What follows belongs to an exercise in optimizing a design on an open flow for small area; a production flow would make more cautious choices.
Function was checked by simulation only, so behaviour that the tests miss may differ from the original.
No activity file was given, so power comes from the tool's default toggle rates.

==> run a <==
==> flow/design.v <==
`timescale 1ns/10ps
module tbase(input clk, input rst, output tick, output last);
reg [5:0] s;
assign tick = s[0] & s[2] & s[3] & s[5];
assign last = s[0] & s[1] & s[4] & s[5];
always @(posedge clk)
  if (rst | last) s <= 6'd0;
  else s <= {s[4:0], ~(s[5] ^ s[0])};
endmodule
module tcount(input clk, input rst, input tick, output reg a, output reg [1:0] b, output reg [2:0] c);
always @(posedge clk)
  if (rst) begin a <= 1; b <= 2'b11; c <= 3'b000; end
  else if (tick) begin
    a <= ~a;
    b <= {b[0], ~(b[1] | b[0])};
    c <= {c[1:0], ~c[1] & (c[0] | ~c[2])};
  end
endmodule
module deb(input clk, input rst, input en, input key, output reg key_out);
reg [3:0] run;
wire flip = run[3] & run[1];
always @(posedge clk) begin
  if (rst) begin key_out <= 0; run <= 0; end
  else begin
    if (flip) begin key_out <= ~key_out; run <= 0; end
    else if (en) run <= (key == key_out) ? run + 4'd1 : 4'd0;
  end
end
endmodule
module cls(input clk, input rst, input tick, input tick10, input key, output reg [1:0] o);
reg lvl;
reg [7:0] win;
wire full = win[0] & ~win[1] & win[3] & ~win[4] & win[6];
always @(posedge clk) begin
  if (rst) begin lvl <= 0; win <= 8'd144; o <= 2'b01; end
  else begin
    if (tick && key != lvl) begin
      lvl <= key;
      win <= {7'b0010000, ~key};
      o <= {~key, full};
    end else if (tick10 && !full) win <= {win[6:0], win[7]^win[5]^win[2]^win[1]};
  end
end
endmodule
module symb(input clk, input rst, input tick, input [1:0] o, output [7:0] cnt, output reg chg, output reg [3:0] N, output reg [3:0] N34, output reg [3:0] N56);
reg EN;
reg [2:0] j;
reg [4:0] d;
wire clr = (o == 2'b01);
wire shift = o[1] & EN;
always @(posedge clk) begin
  EN <= ~o[1];
  if (rst) begin j <= 0; d <= 0; chg <= 0; end
  else if (clr) begin chg <= 1; j <= 0; d <= 0; end
  else if (shift) begin
    j <= {j[1] | (j[2] & ~j[0]), j[0], ~j[2]};
    d <= {d[3:0], o[0]};
    chg <= 0;
  end
end
wire [4:0] p = {j[2] & ~j[1], j[2] & ~j[0], j[2], j[1] | j[2], j[0] | j[2]};
assign cnt = {p[3], d[3], p[2], d[2], p[1], d[1], p[0], d[0]};
wire [3:0] dec = ~p[4] ? 4'd15 :
  (d == 5'b11111) ? 4'd0 :
  (d == 5'b01111) ? 4'd1 :
  (d == 5'b00111) ? 4'd2 :
  (d == 5'b00011) ? 4'd3 :
  (d == 5'b00001) ? 4'd4 :
  (d == 5'b00000) ? 4'd5 :
  (d == 5'b10000) ? 4'd6 :
  (d == 5'b11000) ? 4'd7 :
  (d == 5'b11100) ? 4'd8 :
  (d == 5'b11110) ? 4'd9 :
  4'd15;
always @(posedge clk) begin
  if (rst) begin N <= 4'd15; N34 <= 4'd15; end
  else begin
    if (tick) N <= dec;
    if (clr & ~chg) N34 <= N;
  end
  if (!rst && clr && !chg) N56 <= N34;
end
endmodule
module disp(input clk, input rst, input tick, input a, input [1:0] b, input [3:0] N, N34, N56, output [7:0] DISPLAYOUT, output [5:0] DIG);
wire na = ~a;
wire [1:0] nb = {b[0], ~(b[1] | b[0])};
wire selN = na ? (nb == 2'b00) : (nb == 2'b10);
wire sel34 = na ? (nb == 2'b10) : (nb == 2'b01);
wire [3:0] ch = selN ? N : sel34 ? N34 : N56;
wire valid = ~&ch;
reg [3:0] nib;
always @(posedge clk)
  if (rst) nib <= 4'd15;
  else if (tick) nib <= na ? (valid ? 4'd3 : 4'd0) : (valid ? ch : 4'd0);
assign DISPLAYOUT[0] = (~nib[3] & nib[2] & nib[0]) | (~nib[3] & nib[1]) | (nib[3] & ~nib[2]) | (~nib[2] & ~nib[0]);
assign DISPLAYOUT[1] = (~nib[3] & nib[1]) | (~nib[2]) | (~nib[0]);
assign DISPLAYOUT[2] = (~nib[3] & nib[0]) | (~nib[1]);
assign DISPLAYOUT[3] = ~((~nib[3] & ~nib[2] & ~nib[1] & nib[0]) | (nib[2] & ~nib[1] & ~nib[0]) | (nib[2] & nib[1] & nib[0]));
assign DISPLAYOUT[4] = ~((nib[2] & ~nib[1]) | (nib[0]));
assign DISPLAYOUT[5] = ~((~nib[3] & ~nib[2] & nib[0]) | (nib[1]));
assign DISPLAYOUT[6] = ~((~nib[3] & ~nib[2] & ~nib[1]) | (nib[2] & nib[1]));
assign DISPLAYOUT[7] = (nib[2] & nib[1] & ~nib[0]);
wire R = &b;
assign DIG[0] = ~(b == 2'b10 & ~a) & ~R;
assign DIG[1] = ~(b == 2'b00 & a) & ~R;
assign DIG[2] = ~(b == 2'b01 & ~a) & ~R;
assign DIG[3] = ~(b == 2'b10 & a) & ~R;
assign DIG[4] = ~(b == 2'b00 & ~a) & ~R;
assign DIG[5] = ~(b == 2'b01 & a) & ~R;
endmodule
module main (input clk,rst,key,output[5:0] DIG,output[7:0]DISPLAYOUT,output test,output change,output [1:0] out,output [7:0]cnt);
wire tick, last, a;
wire [1:0] b;
wire [2:0] c;
wire [3:0] N, N34, N56;
wire tick10 = last & ~a & ~c[2] & ~c[0];
tbase u_tbase(clk, rst, tick, last);
tcount u_tcount(clk, rst, tick, a, b, c);
deb u_deb(clk, rst, tick10, key, test);
cls u_cls(clk, rst, tick, tick10, test, out);
symb u_symb(clk, rst, tick, out, cnt, change, N, N34, N56);
disp u_disp(clk, rst, tick, a, b, N, N34, N56, DISPLAYOUT, DIG);
endmodule
==> flow/flow/run.sh <==
#!/bin/bash
# Standard ORFS layout (bash standard.sh), with these changes to how it is made:
#  * synthesis extracts no half/full-adder cells, and ABC maps for area only
#    (flow/abc_area.script replaces ORFS's, which buffers and upsizes for
#    speed; the 10 ns clock leaves ample slack),
#  * ports are buffered with buf_1 instead of the default buffer,
#  * the clock tree uses clkbuf_8 and no dummy loads.
# make's output goes to flow.log; each ORFS step logs to orfs/logs/.
set -euo pipefail
here=$PWD
rm -rf "$here/scripts"
cp -r "$FLOW_HOME/scripts" "$here/scripts"
cp "$here/flow/abc_area.script" "$here/scripts/abc_area.script"
export SCRIPTS_DIR="$here/scripts"
export ADDER_MAP_FILE=""
export BUFFER_PORTS_ARGS="-buffer_cell sky130_fd_sc_hd__buf_1"
export CTS_ARGS="-sink_clustering_enable -repair_clock_nets -dont_use_dummy_load -buf_list sky130_fd_sc_hd__clkbuf_8 -sink_buffer_max_cap_derate 1.0 -sink_clustering_size 60 -sink_clustering_max_diameter 1000"
bash standard.sh finish > "$here/flow.log" 2>&1
==> flow/flow/abc_area.script <==
strash
ifraig
scorr
dc2
dch -f
amap
strash
dc2
dch -f
amap
topo
==> flow/standard.sh <==
#!/bin/bash
# synth_recipe.tcl (not shown) runs the flow's synth.tcl, then flattens the netlist and writes it again
# the make line also repeats each setting of config.mk as NAME=value (left out here)
make -C /OpenROAD-flow-scripts/flow DESIGN_CONFIG=/design/flow/config.mk WORK_HOME=/design/flow/orfs CLKGATE_MAP_FILE= SYNTH_SCRIPT=/design/flow/synth_recipe.tcl "${@:-finish}"
==> flow/config.mk <==
export PLATFORM = sky130hd
export DESIGN_NAME = main
export DESIGN_NICKNAME = main
export VERILOG_FILES = /design/flow/design.v
export SDC_FILE = /design/flow/constraint.sdc
export NUM_CORES = 4
export LEC_CHECK = 0
export ABC_AREA = 1
export CAP_MARGIN = 20
export CORE_MARGIN = 2
export CORE_UTILIZATION = 40
export SLEW_MARGIN = 20
==> flow/constraint.sdc <==
create_clock -name core_clock -period 10.0 [get_ports {clk}]
set_input_delay 2.0000 -clock core_clock [delete_from_list [all_inputs] [get_ports {clk}]]
set_output_delay 2.0000 -clock core_clock [all_outputs]
set_load 0.01 [all_outputs]
==> run b: changes against run a <==
==> flow/design.v, changed modules only <==
module tbase(input clk, input rst, output tick, output last);
reg [5:0] c50;
assign last = (c50 == 6'd49);
assign tick = (c50 == 6'd24);
always @(posedge clk)
  if (rst | last) c50 <= 0;
  else c50 <= c50 + 6'd1;
endmodule
module tcount(input clk, input rst, input tick, output reg a, output reg [1:0] b, output reg [2:0] c);
always @(posedge clk)
  if (rst) begin a <= 1; b <= 3; c <= 0; end
  else if (tick) begin
    a <= ~a;
    b <= (b == 2'd2) ? 2'd0 : b + 2'd1;
    c <= (c == 3'd4) ? 3'd0 : c + 3'd1;
  end
endmodule
module deb(input clk, input rst, input en, input key, output reg key_out);
reg [3:0] run;
wire flip = (run == 4'd10);
always @(posedge clk) begin
  if (rst) begin key_out <= 0; run <= 0; end
  else begin
    if (flip) begin key_out <= ~key_out; run <= 0; end
    else if (en) run <= (key == key_out) ? run + 4'd1 : 4'd0;
  end
end
endmodule
module cls(input clk, input rst, input tick, input tick10, input key, output reg [1:0] o);
reg lvl;
reg [7:0] win;
wire full = &win;
always @(posedge clk) begin
  if (rst) begin lvl <= 0; win <= 8'd54; o <= 2'b01; end
  else begin
    if (tick && key != lvl) begin
      lvl <= key;
      win <= key ? 8'd155 : 8'd55;
      o <= {~key, full};
    end else if (tick10 && !full) win <= win + 8'd1;
  end
end
endmodule
module stat(input clk, input rst, input [1:0] o, output reg [9:0] state, output reg chg);
reg EN;
always @(posedge clk) begin
  if (rst) begin state <= 0; chg <= 0; EN <= 0; end
  else begin
    EN <= ~o[1];
    if (o == 2'b01) begin chg <= 1; state <= 0; end
    else if (o[1] & EN) begin state <= {state[7:0], 1'b1, o[0]}; chg <= 0; end
  end
end
endmodule
module chars(input clk, input rst, input tick, input shift, input [9:0] state, output reg [3:0] N, output reg [3:0] N34, output reg [3:0] N56);
reg [3:0] dec;
always @* begin
  case (state)
    10'b1111111111: dec = 4'd0;
    10'b1011111111: dec = 4'd1;
    10'b1010111111: dec = 4'd2;
    10'b1010101111: dec = 4'd3;
    10'b1010101011: dec = 4'd4;
    10'b1010101010: dec = 4'd5;
    10'b1110101010: dec = 4'd6;
    10'b1111101010: dec = 4'd7;
    10'b1111111010: dec = 4'd8;
    10'b1111111110: dec = 4'd9;
    default: dec = 4'd15;
  endcase
end
always @(posedge clk) begin
  if (rst) begin N <= 4'd15; N34 <= 4'd15; N56 <= 4'd15; end
  else begin
    if (tick) N <= dec;
    if (shift) begin N34 <= N; N56 <= N34; end
  end
end
endmodule
module disp(input clk, input rst, input tick, input a, input [1:0] b, input [3:0] N, N34, N56, output [7:0] DISPLAYOUT, output [5:0] DIG);
wire na = ~a;
wire [1:0] nb = (b == 2'd2) ? 2'd0 : b + 2'd1;
reg [3:0] ch;
always @* begin
  case ({na, nb})
    3'b000, 3'b101: ch = N;
    3'b010, 3'b100: ch = N34;
    default: ch = N56;
  endcase
end
wire valid = ~&ch;
reg [3:0] nib;
always @(posedge clk)
  if (rst) nib <= 4'd15;
  else if (tick) nib <= na ? (valid ? 4'd3 : 4'd0) : (valid ? ch : 4'd0);
assign DISPLAYOUT[0] = (~nib[3] & nib[2] & nib[0]) | (~nib[3] & nib[1]) | (nib[3] & ~nib[2]) | (~nib[2] & ~nib[0]);
assign DISPLAYOUT[1] = (~nib[3] & nib[1]) | (~nib[2]) | (~nib[0]);
assign DISPLAYOUT[2] = (~nib[3] & nib[0]) | (~nib[1]);
assign DISPLAYOUT[3] = ~((~nib[3] & ~nib[2] & ~nib[1] & nib[0]) | (nib[2] & ~nib[1] & ~nib[0]) | (nib[2] & nib[1] & nib[0]));
assign DISPLAYOUT[4] = ~((nib[2] & ~nib[1]) | (nib[0]));
assign DISPLAYOUT[5] = ~((~nib[3] & ~nib[2] & nib[0]) | (nib[1]));
assign DISPLAYOUT[6] = ~((~nib[3] & ~nib[2] & ~nib[1]) | (nib[2] & nib[1]));
assign DISPLAYOUT[7] = (nib[2] & nib[1] & ~nib[0]);
assign DIG[0] = ~(b == 2'd0 & ~a) & ~&b;
assign DIG[1] = ~(b == 2'd1 & a) & ~&b;
assign DIG[2] = ~(b == 2'd2 & ~a) & ~&b;
assign DIG[3] = ~(b == 2'd0 & a) & ~&b;
assign DIG[4] = ~(b == 2'd1 & ~a) & ~&b;
assign DIG[5] = ~(b == 2'd2 & a) & ~&b;
endmodule
module main (input clk,rst,key,output[5:0] DIG,output[7:0]DISPLAYOUT,output test,output change,output [1:0] out,output [7:0]cnt);
wire tick, last, a;
wire [1:0] b;
wire [2:0] c;
wire [9:0] state;
wire [3:0] N, N34, N56;
wire tick10 = last & ~a & (c == 3'd0);
tbase u_tbase(clk, rst, tick, last);
tcount u_tcount(clk, rst, tick, a, b, c);
deb u_deb(clk, rst, tick10, key, test);
cls u_cls(clk, rst, tick, tick10, test, out);
stat u_stat(clk, rst, out, state, change);
assign cnt = state[7:0];
chars u_chars(clk, rst, tick, (out == 2'b01) & ~change, state, N, N34, N56);
disp u_disp(clk, rst, tick, a, b, N, N34, N56, DISPLAYOUT, DIG);
endmodule
// module symb removed
==> flow/flow/run.sh (replaced) <==
#!/bin/bash
# Standard ORFS layout, with three changes to how it is made:
#  * ABC maps for area only (flow/abc_area.script replaces ORFS's, which
#    buffers and upsizes for speed; the 10 ns clock leaves ample slack),
#  * ports are buffered with buf_1 instead of the default buffer,
#  * the clock tree uses clkbuf_4 and no dummy loads.
set -euo pipefail
here=$PWD
rm -rf "$here/scripts"
cp -r "$FLOW_HOME/scripts" "$here/scripts"
cp "$here/flow/abc_area.script" "$here/scripts/abc_area.script"
export SCRIPTS_DIR="$here/scripts"
export BUFFER_PORTS_ARGS="-buffer_cell sky130_fd_sc_hd__buf_1"
export CTS_ARGS="-sink_clustering_enable -repair_clock_nets -dont_use_dummy_load -buf_list sky130_fd_sc_hd__clkbuf_8"
bash standard.sh finish > "$here/flow.log" 2>&1
==> run c: changes against run a <==
--- a/flow/flow/run.sh
+++ b/flow/flow/run.sh
@@ -15,4 +15,4 @@
 export ADDER_MAP_FILE=""
 export BUFFER_PORTS_ARGS="-buffer_cell sky130_fd_sc_hd__buf_1"
-export CTS_ARGS="-sink_clustering_enable -repair_clock_nets -dont_use_dummy_load -buf_list sky130_fd_sc_hd__clkbuf_8 -sink_buffer_max_cap_derate 1.0 -sink_clustering_size 60 -sink_clustering_max_diameter 1000"
+export CTS_ARGS="-repair_clock_nets -dont_use_dummy_load -buf_list sky130_fd_sc_hd__clkbuf_16 -root_buf sky130_fd_sc_hd__clkbuf_16"
 bash standard.sh finish > "$here/flow.log" 2>&1
==> summary of the runs <==
Clock skew, highest first: run b, run a, run c.
Run c finished clean. Run a passed the timing, design-rule and antenna checks. Run b ran to the end with no violations.
Against run a, the power of run b is higher by 3.3%.
The lowest via count belongs to run a, the highest to run b.
Combinational power is about the same in run c and run a.
Die area: run b is higher than run a (12%).
The lowest first-iteration DRC count belongs to run b, the highest to run c.

separate check: timing with driven ports:
The flow's constraints put no driver on any port. The routed layouts listed below were extracted and timed again, unchanged, in two steps. Step 1 (the two cells are an assumption about what drives the block):
set clk [get_ports {clk}]
set_driving_cell -lib_cell sky130_fd_sc_hd__clkbuf_16 $clk
set_driving_cell -lib_cell sky130_fd_sc_hd__buf_2 [delete_from_list [all_inputs] $clk]
Step 2 moves the port delays by t, midway between the first and last clock arrival at a register: inputs arrive t later, outputs are due t later. That takes back most of the time a late clock gives input paths. Three values: no drivers, after step 1, after step 2; two values: the first two.
run	t, ns	slack for setup (ns)	worst setup path at the end	worst register clock-pin slew, ns	cell pins on the clock port's net
run a	0.323	6.572 / 6.545 / 6.867	register to output	0.09 / 0.09	1
run b	0.324	6.324 / 6.329 / 6.005	input to register	0.10 / 0.10	1
run c	0.312	6.586 / 6.554 / 6.866	register to output	0.07 / 0.07	1
After both steps setup and hold are still met in every run listed. For run b, which loses most, drivers alone change the setup slack by +0.005 ns; drivers and shift together by -0.319 ns.
